This is an optimization exercise on Yosys and OpenROAD, whose aim is small area and a short achievable clock period, not a production implementation.
In this exercise RTL edits were held to simulation tests only and were not proved equivalent to the original.
Power is estimated from default activity; no workload was simulated.

red:
==> flow/design.v <==
module dwt_haar2d
#(parameter WIDTH = 128                      
)
(
    input                     HCLK,          
    input                     HRESETn,       
    input                     in_valid,      
    input       [7:0]         in_r0,         
    input       [7:0]         in_g0,
    input       [7:0]         in_b0,
    input       [7:0]         in_r1,         
    input       [7:0]         in_g1,
    input       [7:0]         in_b1,
    output reg                out_valid,
    output reg  signed [9:0]  out_r_ca,
    output reg  signed [9:0]  out_g_ca,
    output reg  signed [9:0]  out_b_ca,
    output reg  signed [9:0]  out_r_ch,
    output reg  signed [9:0]  out_g_ch,
    output reg  signed [9:0]  out_b_ch,
    output reg  signed [9:0]  out_r_cv,
    output reg  signed [9:0]  out_g_cv,
    output reg  signed [9:0]  out_b_cv,
    output reg  signed [9:0]  out_r_cd,
    output reg  signed [9:0]  out_g_cd,
    output reg  signed [9:0]  out_b_cd
);
localparam PAIRS = WIDTH/2;
reg        v1;                               
reg [5:0]  col;                              
reg        row_odd;                          
always @(posedge HCLK, negedge HRESETn) begin
    if (!HRESETn)
        v1 <= 1'b0;
    else
        v1 <= in_valid;
end
always @(posedge HCLK, negedge HRESETn) begin
    if (!HRESETn) begin
        col     <= 6'd0;
        row_odd <= 1'b0;
    end else if (v1) begin
        col <= col + 6'd1;
        if (col == PAIRS-1)
            row_odd <= ~row_odd;
    end
end
wire [8:0] sum_r  = {1'b0, in_r0} + {1'b0, in_r1};
wire [8:0] sum_g  = {1'b0, in_g0} + {1'b0, in_g1};
wire [8:0] sum_b  = {1'b0, in_b0} + {1'b0, in_b1};
wire [8:0] diff_r = {1'b0, in_r0} - {1'b0, in_r1};
wire [8:0] diff_g = {1'b0, in_g0} - {1'b0, in_g1};
wire [8:0] diff_b = {1'b0, in_b0} - {1'b0, in_b1};
reg [47:0] lh;                               
always @(posedge HCLK)
    lh <= {sum_r[8:1], sum_g[8:1], sum_b[8:1], diff_r[8:1], diff_g[8:1], diff_b[8:1]};
wire [7:0] L_r = lh[47:40], L_g = lh[39:32], L_b = lh[31:24];     
wire [7:0] H_r = lh[23:16], H_g = lh[15:8],  H_b = lh[7:0];       
reg [47:0] sr [0:PAIRS-1];
integer i;
always @(posedge HCLK) begin
    if (v1) begin
        sr[0] <= lh;
        for (i = 1; i < PAIRS; i = i + 1)
            sr[i] <= sr[i-1];
    end
end
wire [47:0] top = sr[PAIRS-1];
wire [7:0] tL_r = top[47:40], tL_g = top[39:32], tL_b = top[31:24];
wire [7:0] tH_r = top[23:16], tH_g = top[15:8],  tH_b = top[7:0];
always @(posedge HCLK, negedge HRESETn) begin
    if (!HRESETn)
        out_valid <= 1'b0;
    else
        out_valid <= v1 && row_odd;
end
always @(posedge HCLK) begin
    out_r_ca <= {2'b00, tL_r} + {2'b00, L_r};
    out_g_ca <= {2'b00, tL_g} + {2'b00, L_g};
    out_b_ca <= {2'b00, tL_b} + {2'b00, L_b};
    out_r_ch <= {2'b00, tL_r} - {2'b00, L_r};
    out_g_ch <= {2'b00, tL_g} - {2'b00, L_g};
    out_b_ch <= {2'b00, tL_b} - {2'b00, L_b};
    out_r_cv <= {{2{tH_r[7]}}, tH_r} + {{2{H_r[7]}}, H_r};
    out_g_cv <= {{2{tH_g[7]}}, tH_g} + {{2{H_g[7]}}, H_g};
    out_b_cv <= {{2{tH_b[7]}}, tH_b} + {{2{H_b[7]}}, H_b};
    out_r_cd <= {{2{tH_r[7]}}, tH_r} - {{2{H_r[7]}}, H_r};
    out_g_cd <= {{2{tH_g[7]}}, tH_g} - {{2{H_g[7]}}, H_g};
    out_b_cd <= {{2{tH_b[7]}}, tH_b} - {{2{H_b[7]}}, H_b};
end
endmodule
Settings: LEC_CHECK=0, CAP_MARGIN=20, CORE_MARGIN=2, CORE_UTILIZATION=70, CTS_BUF_LIST=sky130_fd_sc_hd__clkbuf_8 sky130_fd_sc_hd__clkbuf_16, CTS_CLUSTER_DIAMETER=100, CTS_CLUSTER_SIZE=22, PLACE_DENSITY=0.75, SETUP_SLACK_MARGIN=4.6, SLEW_MARGIN=20; clock period 7.0 ns.
standard.sh (not shown) runs the stock make flow with config.mk's settings and CLKGATE_MAP_FILE= SYNTH_SCRIPT=/design/flow/synth_recipe.tcl, a recipe that flattens the netlist after the stock synthesis.
==> flow/flow/run.sh <==
#!/bin/bash
# Standard layout; clock tree with two levels of sink clustering.
set -e
bash standard.sh finish \
  "CTS_ARGS=-sink_clustering_enable -repair_clock_nets -sink_clustering_size 22 -sink_clustering_max_diameter 100 -buf_list sky130_fd_sc_hd__clkbuf_16 -sink_clustering_levels 2" \
  > standard.log 2>&1
diff inputs: red => blue
- CTS_BUF_LIST: sky130_fd_sc_hd__clkbuf_8 sky130_fd_sc_hd__clkbuf_16 -> sky130_fd_sc_hd__clkbuf_16
- CORE_UTILIZATION: 70 -> 65
- PLACE_DENSITY: 0.75 -> 0.85
==> flow/run.sh (new file) <==
#!/bin/bash
# synth_recipe.tcl (not shown) runs the flow's synth.tcl, then flattens the netlist and writes it again
# the make line also repeats each setting of config.mk as NAME=value (left out here)
make -C /OpenROAD-flow-scripts/flow DESIGN_CONFIG=/design/flow/config.mk WORK_HOME=/design/flow/orfs CLKGATE_MAP_FILE= SYNTH_SCRIPT=/design/flow/synth_recipe.tcl finish
removed: flow/flow/run.sh
removed: flow/standard.sh
--- outcome ---
- Of the two values seen for most utilized layer in the global route result, met1 was produced by red and met2 by blue.
- Taking red as the reference point, the non-clock buffer count of blue rises by about 17%.
- From red to blue the numbers moved as follows: first-pass GRT wire length now sits higher; multi-input combinational gate total now sits at about the same level.
- Status: critical path depth parity (blue, red)
- Lower post-detailed-placement half-perimeter wirelength among blue and red: red
- Of blue and red, it is blue that has the higher via count of the first global-routing pass.
- Compared with red, blue shows a higher final critical-path required period.
- [blue] met3 capacity usage during global routing rose 1.0 points relative to red
- Changes observed in blue relative to red: share of the core filled with cells saw a decrease, power saw an increase.
Setup changes, blue to green
- PLACE_DENSITY removed (was 0.85)
- SETUP_SLACK_MARGIN changed from 4.6 to 5
- CTS_CLUSTER_SIZE changed from 22 to 30
- CTS_BUF_LIST changed from sky130_fd_sc_hd__clkbuf_16 to sky130_fd_sc_hd__clkbuf_8
- CORE_UTILIZATION changed from 65 to 40
- CTS_CLUSTER_DIAMETER removed (was 100)
==> comparison <==
Looking at fraction of power spent switching nets, green sits 0.16 points above blue.
Worst setup slack is lower on green
Per the comparison of green with blue, non-clock buffer count went up 34; peak supply drop lost 0.039 mV; overall routed net length shrank by 27000 um; clock-buffer cell count +220%; met1 usage lower.

## re-timing with driven ports
The results above use ideal ports. As a check the final layouts listed here were re-extracted and re-timed, cells and wires unchanged. Step 1, drivers: a clkbuf_16 drives HCLK and a buf_2 each remaining input, both assumed. Step 2 adds t to the input delays and takes it off the output delays; t is the mean of the earliest and latest rising clock arrival at the registers after step 1. Input paths then give back, and output paths get back, about the clock's delay inside the block. Slacks: no drivers / after step 1 / after step 2; pairs: no drivers / after step 1.
run	t, ns	setup slack, ns	worst setup path at the end	worst register clock-pin slew, ns
red	0.856	4.330 / 4.253 / 3.510	input to register	0.11 / 0.11
blue	0.848	4.258 / 4.190 / 3.489	input to register	0.10 / 0.10
green	1.089	4.052 / 3.973 / 3.842	input to register	0.07 / 0.07
After both steps setup and hold are still met in every run listed. For red, which loses most, drivers alone change the setup slack by -0.077 ns; drivers and shift together by -0.820 ns.
